What follows belongs to an exercise in optimizing a design on an open flow for small area, a short achievable clock period and few clock cycles per item; a production flow would make more cautious choices.
The RTL was checked by simulation tests, not by an equivalence proof against the original design.

Setup of lane 1:
==> flow/design.v (excerpt) <==
module prince_enc (
    input  wire         clk,
    input  wire         rst,         
    input  wire         in_valid,
    output wire         in_ready,
    input  wire [63:0]  plaintext,
    input  wire [127:0] key,         
    output wire         out_valid,
    output wire [63:0]  ciphertext
);
export LEC_CHECK = 0
export CAP_MARGIN = 20
export CORE_MARGIN = 2
export CORE_UTILIZATION = 70
export PLACE_DENSITY = 0.8
export SLEW_MARGIN = 20
create_clock -name core_clock -period 22.0 [get_ports {clk}]
standard.sh (not shown) runs the stock make flow with config.mk's settings and CLKGATE_MAP_FILE= SYNTH_SCRIPT=/design/flow/synth_recipe.tcl, a recipe that flattens the netlist after the stock synthesis.
==> flow/flow/run.sh <==
#!/bin/bash
# Own layout flow: the standard flow, with three changes.
#  1. After the standard synthesis, the combinational logic is re-mapped for
#     area by ABC (flow/resynth.ys.in); registers keep their names and cells.
#  2. repair_timing aims for MARGIN ns of setup slack, so the flow sizes the
#     critical paths instead of stopping at the 22 ns constraint.
#  3. Ports are buffered with buf_1 (repair upsizes where needed).
set -euo pipefail
MARGIN=16.8
VARS=(SETUP_SLACK_MARGIN=$MARGIN "BUFFER_PORTS_ARGS=-buffer_cell sky130_fd_sc_hd__buf_1")
bash standard.sh "${VARS[@]}" synth > standard_synth.log 2>&1
R=orfs/results/${FLOW_PLATFORM:-sky130hd}/prince_enc/base
LIB=$FLOW_HOME/platforms/sky130hd/lib/sky130_fd_sc_hd__tt_025C_1v80.lib
YOSYS=$(command -v yosys || echo "$FLOW_HOME/../tools/install/yosys/bin/yosys")
cp $R/1_2_yosys.v standard_1_2_yosys.v
printf 'set_driving_cell sky130_fd_sc_hd__buf_1\nset_load 5\n' > resynth.constr
sed -e "s#@LIB@#$LIB#g" -e "s#@IN@#standard_1_2_yosys.v#" -e "s#@TOP@#${FLOW_TOP:-prince_enc}#" \
    -e "s#@CONSTR@#resynth.constr#" -e "s#@D@#5000#" -e "s#@OUT@#resynth.v#" flow/resynth.ys.in > resynth.ys
"$YOSYS" -l resynth.log -q resynth.ys > /dev/null 2>&1
cp resynth.v $R/1_2_yosys.v
rm -f $R/1_synth.odb $R/1_synth.sdc
bash standard.sh "${VARS[@]}" finish > standard_finish.log 2>&1
==> flow/flow/resynth.ys.in <==
# Re-map the combinational logic of the standard synthesis netlist for area
# with ABC; flip-flops and tie cells are kept as they are (same instances,
# same names and cell types).
read_liberty -overwrite -ignore_miss_func @LIB@
read_verilog @IN@
hierarchy -top @TOP@
setattr -mod -set keep_hierarchy 1 sky130_fd_sc_hd__df* sky130_fd_sc_hd__conb_1
flatten
opt_clean -purge
abc -liberty @LIB@ -dont_use sky130_fd_sc_hd__probe_p_8 -dont_use sky130_fd_sc_hd__probec_p_8 -dont_use *lpflow* -constr @CONSTR@ -D @D@ -script "+strash; &get -n; &st; &syn2; &dch -f; &nf -R 1000; &put; topo; stime -c"
opt_clean -purge
blackbox sky130_fd_sc_hd__df* sky130_fd_sc_hd__conb_1
stat -liberty @LIB@
write_verilog -noattr -nohex -nodec @OUT@
Testbench counts of lane 1, summed over its fixed seeds: cycles 2,088, items 2,048.
Edits applied to the flow inputs when going from lane 1 to lane 2:
# lane 1
export LEC_CHECK = 0
export CAP_MARGIN = 20
export CORE_MARGIN = 2
export CORE_UTILIZATION = 70
export PLACE_DENSITY = 0.8
export SLEW_MARGIN = 20
create_clock -name core_clock -period 22.0 [get_ports {clk}]
# lane 2
export LEC_CHECK = 0
export CAP_MARGIN = 20
export CORE_MARGIN = 2
export CORE_UTILIZATION = 60
export PLACE_DENSITY = 0.72
export SLEW_MARGIN = 20
create_clock -name core_clock -period 22.0 [get_ports {clk}]
==> flow/run.sh (new file) <==
#!/bin/bash
# synth_recipe.tcl (not shown) runs the flow's synth.tcl, then flattens the netlist and writes it again
# the make line also repeats each setting of config.mk as NAME=value (left out here)
make -C /OpenROAD-flow-scripts/flow DESIGN_CONFIG=/design/flow/config.mk WORK_HOME=/design/flow/orfs CLKGATE_MAP_FILE= SYNTH_SCRIPT=/design/flow/synth_recipe.tcl finish
removed: flow/flow/run.sh
removed: flow/flow/resynth.ys.in
removed: flow/standard.sh
==> comparison <==
Delta (lane 2 minus lane 1): count of final hold-check violations saw little to no change, number of nets in the synthesized netlist saw an increase, cell count after synthesis saw an increase.
> inputs changed (lane 2 -> lane 3)
# lane 2
export LEC_CHECK = 0
export CAP_MARGIN = 20
export CORE_MARGIN = 2
export CORE_UTILIZATION = 60
export PLACE_DENSITY = 0.72
export SLEW_MARGIN = 20
create_clock -name core_clock -period 22.0 [get_ports {clk}]
# lane 3
export LEC_CHECK = 0
export CAP_MARGIN = 20
export CORE_MARGIN = 2
export CORE_UTILIZATION = 60
export CTS_CLUSTER_DIAMETER = 60
export CTS_CLUSTER_SIZE = 30
export PLACE_DENSITY = 0.72
export SLEW_MARGIN = 20
create_clock -name core_clock -period 22.0 [get_ports {clk}]
==> flow/flow/run.sh (new file) <==
#!/bin/bash
# Own layout flow: the standard flow, with three changes.
#  1. After the standard synthesis, the combinational logic is re-mapped for
#     area by ABC (flow/resynth.ys.in); registers keep their names and cells.
#  2. repair_timing aims for MARGIN ns of setup slack, so the flow sizes the
#     critical paths instead of stopping at the 22 ns constraint.
#  3. Ports are buffered with buf_1 (repair upsizes where needed).
set -euo pipefail
MARGIN=16.8
VARS=(SETUP_SLACK_MARGIN=$MARGIN "BUFFER_PORTS_ARGS=-buffer_cell sky130_fd_sc_hd__buf_1")
bash standard.sh "${VARS[@]}" synth > standard_synth.log 2>&1
R=orfs/results/${FLOW_PLATFORM:-sky130hd}/prince_enc/base
LIB=$FLOW_HOME/platforms/sky130hd/lib/sky130_fd_sc_hd__tt_025C_1v80.lib
YOSYS=$(command -v yosys || echo "$FLOW_HOME/../tools/install/yosys/bin/yosys")
cp $R/1_2_yosys.v standard_1_2_yosys.v
printf 'set_driving_cell sky130_fd_sc_hd__buf_1\nset_load 5\n' > resynth.constr
sed -e "s#@LIB@#$LIB#g" -e "s#@IN@#standard_1_2_yosys.v#" -e "s#@TOP@#${FLOW_TOP:-prince_enc}#" \
    -e "s#@CONSTR@#resynth.constr#" -e "s#@D@#5000#" -e "s#@OUT@#resynth.v#" flow/resynth.ys.in > resynth.ys
"$YOSYS" -l resynth.log -q resynth.ys > /dev/null 2>&1
cp resynth.v $R/1_2_yosys.v
rm -f $R/1_synth.odb $R/1_synth.sdc
bash standard.sh "${VARS[@]}" finish > standard_finish.log 2>&1
==> flow/flow/resynth.ys.in (new file) <==
# Re-map the combinational logic of the standard synthesis netlist for area
# with ABC; flip-flops and tie cells are kept as they are (same instances,
# same names and cell types).
read_liberty -overwrite -ignore_miss_func @LIB@
read_verilog @IN@
hierarchy -top @TOP@
setattr -mod -set keep_hierarchy 1 sky130_fd_sc_hd__df* sky130_fd_sc_hd__conb_1
flatten
opt_clean -purge
abc -liberty @LIB@ -dont_use sky130_fd_sc_hd__probe_p_8 -dont_use sky130_fd_sc_hd__probec_p_8 -dont_use *lpflow* -constr @CONSTR@ -D @D@ -script "+strash; &get -n; &st; &syn2; &dch -f; &nf -R 1000; &put; topo; stime -c"
opt_clean -purge
blackbox sky130_fd_sc_hd__df* sky130_fd_sc_hd__conb_1
stat -liberty @LIB@
write_verilog -noattr -nohex -nodec @OUT@
==> flow/standard.sh (new file) <==
#!/bin/bash
# synth_recipe.tcl (not shown) runs the flow's synth.tcl, then flattens the netlist and writes it again
# the make line also repeats each setting of config.mk as NAME=value (left out here)
make -C /OpenROAD-flow-scripts/flow DESIGN_CONFIG=/design/flow/config.mk WORK_HOME=/design/flow/orfs CLKGATE_MAP_FILE= SYNTH_SCRIPT=/design/flow/synth_recipe.tcl "${@:-finish}"
removed: flow/run.sh
--- outcome ---
No stage failed in lane 3, and the final checks on the layout all came back clean. Data arrival time of the worst path (lane 3 over lane 2): decrease, 0.41 ns. Setup slack: lane 3 more than lane 2. Sort lane 2 and lane 3 by share of the final layout cell area in multi-input gates, ascending, and lane 3 comes first. On final instance area, lane 2 loses to lane 3.
For lane 4, these inputs were changed with respect to lane 3:
# lane 3
export LEC_CHECK = 0
export CAP_MARGIN = 20
export CORE_MARGIN = 2
export CORE_UTILIZATION = 60
export CTS_CLUSTER_DIAMETER = 60
export CTS_CLUSTER_SIZE = 30
export PLACE_DENSITY = 0.72
export SLEW_MARGIN = 20
create_clock -name core_clock -period 22.0 [get_ports {clk}]
# lane 4
export LEC_CHECK = 0
export CAP_MARGIN = 20
export CORE_MARGIN = 2
export CORE_UTILIZATION = 60
export PLACE_DENSITY = 0.72
export SLEW_MARGIN = 20
create_clock -name core_clock -period 22.0 [get_ports {clk}]
==> flow/flow/run.sh <==
#!/bin/bash
# Standard ORFS layout; repair_timing aims for 16.8 ns of setup slack so the
# flow sizes the critical paths instead of stopping at the 22 ns constraint.
set -euo pipefail
bash standard.sh SETUP_SLACK_MARGIN=16.8 finish > standard_finish.log 2>&1
removed: flow/flow/resynth.ys.in
==> comparison <==
On number of pins with negative max-slew slack in the final report, lane 3 tracks lane 4 almost exactly. The number of nets in the layout in lane 4 sits 22 above the value recorded for lane 3. Against lane 3, final wirelength in lane 4 rose by a little under 10%. Cmp lane 3 and lane 4 / antenna diode count / lower: lane 4.

[static timing again, ports no longer ideal]
How much do the figures lean on ideal ports? The routed layouts below were timed once more, with nothing changed but the port constraints. Step 1: set_driving_cell puts a clkbuf_16 on clk and a buf_2 on each other input, an assumption about the parent block. Step 2 also shifts input and output timing later by t, the mid clock arrival at the registers, as if the neighbouring blocks saw the same clock. Slacks: ideal / step 1 / step 2; pairs: ideal / step 1.
| run | shift t [ns] | setup WS [ns] | hold WS [ns] | worst setup path at the end |
|---|---|---|---|---|
| lane 1 | 0.738 | 16.469 / 16.398 / 16.914 | 0.305 / 0.305 / 0.305 | register to register |
| lane 2 | 0.710 | 16.072 / 16.001 / 16.241 | 0.303 / 0.303 / 0.303 | input to register |
| lane 3 | 0.731 | 16.483 / 16.409 / 16.917 | 0.327 / 0.327 / 0.327 | register to register |
| lane 4 | 0.709 | 16.514 / 16.444 / 16.246 | 0.305 / 0.305 / 0.305 | input to register |
After both steps setup and hold are still met in every run listed. The setup slack of lane 4, which loses most, moves by -0.070 ns with the drivers and by -0.268 ns with both steps.
